Source: an optimization exercise on an open RTL-to-GDS flow (aim: small area and a short achievable clock period). Production flows keep margins and buffers that such runs may drop. The RTL was checked by simulation tests, not by an equivalence proof against the original design. No driver is modelled on the clock port, so clocking that relies on it looks cheaper here than on a real chip. Power and IR drop assume default switching activity.

Setup of oak:
// mult_core_fast
module mult_core_fast (
    input                iclk        ,
    input                irst        ,
    input        [71:0]  idata       ,
    input        [71:0]  idata_kernel,
    input                icalc_en    ,
    output logic [7:0]   odata       ,
    output logic         odata_valid
);
For scale: about 2500 cells after synthesis, about 370 flip-flops, roughly 160 I/O pins, roughly 0.026 sq mm of cells after synthesis.
Settings: LEC_CHECK=0, CAP_MARGIN=20, CORE_MARGIN=2, CORE_UTILIZATION=72, CTS_CLUSTER_DIAMETER=100, CTS_CLUSTER_SIZE=25, SLEW_MARGIN=20, SYNTH_HIERARCHICAL=1; clock period 8.5 ns.
standard.sh (not shown) runs the stock make flow with config.mk's settings and CLKGATE_MAP_FILE= SYNTH_SCRIPT=/design/flow/synth_recipe.tcl, a recipe that flattens the netlist after the stock synthesis.
==> flow/flow/run.sh <==
#!/bin/bash
set -euo pipefail
export BUFFER_PORTS_ARGS="-buffer_cell sky130_fd_sc_hd__buf_1"
bash standard.sh cts > orfs_to_cts.log 2>&1
R=orfs/results/sky130hd/mult_core_fast/base
export SKEW_IN=$R/4_1_cts.odb
export SKEW_OUT=$R/4_1_cts.odb
export SKEW_CLASSES="rp_* sky130_fd_sc_hd__clkdlybuf4s50_1 sky130_fd_sc_hd__clkdlybuf4s50_1 sky130_fd_sc_hd__clkbuf_1 ; rt3_* sky130_fd_sc_hd__clkdlybuf4s50_1 ; rs_* sky130_fd_sc_hd__clkbuf_1"
openroad -no_splash -exit flow/skew.tcl > skew.log 2>&1
cp $R/4_1_cts.odb $R/4_cts.odb
HOLD_SLACK_MARGIN=0.1 SETUP_SLACK_MARGIN=5.65 bash standard.sh > orfs_finish.log 2>&1
Other scripts of this flow, unchanged in this note and not shown: flow/flow/skew.tcl
oak completed; timing, DRC and antenna clean
Inputs modified between oak and pine:
==> flow/flow/run.sh <==
#!/bin/bash
set -euo pipefail
export BUFFER_PORTS_ARGS="-buffer_cell sky130_fd_sc_hd__buf_1"
bash standard.sh cts > orfs_to_cts.log 2>&1
R=orfs/results/sky130hd/mult_core_fast/base
export SKEW_IN=$R/4_1_cts.odb
export SKEW_OUT=$R/4_1_cts.odb
export SKEW_CLASSES="rp_* sky130_fd_sc_hd__clkdlybuf4s50_1 sky130_fd_sc_hd__clkdlybuf4s50_1 sky130_fd_sc_hd__clkbuf_1 sky130_fd_sc_hd__clkbuf_1 ; rt3_* sky130_fd_sc_hd__clkdlybuf4s50_1 ; rs_* sky130_fd_sc_hd__clkbuf_1"
openroad -no_splash -exit flow/skew.tcl > skew.log 2>&1
cp $R/4_1_cts.odb $R/4_cts.odb
HOLD_SLACK_MARGIN=0.2 SETUP_SLACK_MARGIN=5.65 bash standard.sh > orfs_finish.log 2>&1
-- flow/config.mk --
<<< oak, line 8
export CAP_MARGIN = 20
export CORE_MARGIN = 2
export CORE_UTILIZATION = 72
export CTS_CLUSTER_DIAMETER = 100
export CTS_CLUSTER_SIZE = 25
export SLEW_MARGIN = 20
export SYNTH_HIERARCHICAL = 1
>>> pine, line 8
export CAP_MARGIN = 20
export CORE_MARGIN = 2
export CORE_UTILIZATION = 65
export CTS_CLUSTER_DIAMETER = 100
export CTS_CLUSTER_SIZE = 30
export SLEW_MARGIN = 20
export SYNTH_HIERARCHICAL = 1
Results
In summary, pine completed successfully, with a layout that passed the timing, DRC and antenna checks.
Between oak and pine, the setup slack figures differ only marginally.
Measured against each other, pine and oak differ in non-clock buffer count, the higher figure coming from pine.
Looking at data required time of the worst path across pine and oak, the one that comes out higher is oak.
Overall via count from detail_route, pine vs oak: up slightly
Looking at pine and oak, the part of the cycle the worst path needs is a wash.
Wire length reported by the detailed router, pine vs oak: up slightly
Relative to pine, the following input files were edited for birch:
==> flow/flow/run.sh <==
#!/bin/bash
set -euo pipefail
export BUFFER_PORTS_ARGS="-buffer_cell sky130_fd_sc_hd__buf_1"
bash standard.sh cts > orfs_to_cts.log 2>&1
R=orfs/results/sky130hd/mult_core_fast/base
export SKEW_IN=$R/4_1_cts.odb
export SKEW_OUT=$R/4_1_cts.odb
export SKEW_CLASSES="rp_* sky130_fd_sc_hd__clkdlybuf4s50_1 sky130_fd_sc_hd__clkdlybuf4s50_1 sky130_fd_sc_hd__clkbuf_1 ; rt3_* sky130_fd_sc_hd__clkdlybuf4s50_1 ; rs_* sky130_fd_sc_hd__clkbuf_1"
openroad -no_splash -exit flow/skew.tcl > skew.log 2>&1
cp $R/4_1_cts.odb $R/4_cts.odb
HOLD_SLACK_MARGIN=0.1 SETUP_SLACK_MARGIN=5.65 bash standard.sh > orfs_finish.log 2>&1
--- outcome ---
- birch gives less power share of the combinational group than pine did.
- birch against pine: max-slew headroom at the worst pin ~0 delta; worst setup margin ~0 delta.
- Relative to pine, final cell count decreased by 3.9% in birch.
- Per the comparison of birch with pine, final area moved down, number of fillers in the final layout went up.
- Between pine and birch, the difference in part of the cycle the worst path needs is negligible.
- Number of standard cells after synthesis came out exactly the same in pine and birch.
- birch: insertion delay of the later-clocked pin in the worst-skew pair is 130 ps lower than what pine reported.
What maple does differently from birch at the input level:
-- flow/config.mk --
<<< birch, line 8
export CAP_MARGIN = 20
export CORE_MARGIN = 2
export CORE_UTILIZATION = 65
export CTS_CLUSTER_DIAMETER = 100
export CTS_CLUSTER_SIZE = 30
>>> maple, line 8
export CAP_MARGIN = 20
export CORE_MARGIN = 2
export CORE_UTILIZATION = 80
export CTS_CLUSTER_DIAMETER = 100
export CTS_CLUSTER_SIZE = 30
Notes after the runs:
- Summary of the comparison: arrival time of the worst setup path is higher in maple, relative to birch.
- The total track usage of maple is higher than that of birch.
- The routed metal-1 wire length of maple is higher than that of birch.
- When maple is measured against birch, its routed wire length on met3 turns out about 140% higher.
- Compared with birch, maple shows a worst hold slack that is 99 ps lower.
- NOTE: sequential power in maple exceeds that of birch
- The layout from maple, despite a flow that completed every stage, fails the layout checks, with the failing checks listed as negative hold slack.
- Between birch and maple, time the final worst path needs with I/O delays and setup is higher for maple, birch comes in under that.
- Summary of maple over birch: setup slack went down by 680 ps; non-clock buffer count went up by 4.8%; post-route standard cell area excluding fillers went up by 0.31%; first-pass GRT wire length went up by about 7%.

[afterwards: timing with drivers on the ports]
How much do the figures lean on ideal ports? The routed layouts below were timed once more, with nothing changed but the port constraints.
Step 1 assumes that a clkbuf_16 drives the clock port and a buf_2 every other input.
Step 2, shift: input delay + t, output delay - t, t = (earliest + latest rising clock arrival at the registers) / 2. This alone moves slack from input paths to output paths.
Slacks: no drivers / after step 1 / after step 2; pairs: no drivers / after step 1.
run	shift t [ns]	setup slack, ns	worst hold slack (ns)	worst setup path at the end	latest minus earliest clock arrival (ns)
oak	1.197	5.713 / 5.692 / 5.713	0.049 / 0.049 / 0.049	register to register	1.313 / 1.312
pine	1.255	5.710 / 5.651 / 5.720	0.115 / 0.115 / 0.115	register to register	1.414 / 1.414
birch	1.188	5.710 / 5.651 / 5.710	0.036 / 0.036 / 0.036	register to register	1.285 / 1.285
maple	1.232	5.033 / 5.033 / 5.033	-0.063 / -0.063 / -0.063	register to register	1.385 / 1.385
Clock arrivals are far apart in every run listed, so t is only a midpoint there and step 2 fits no single register.
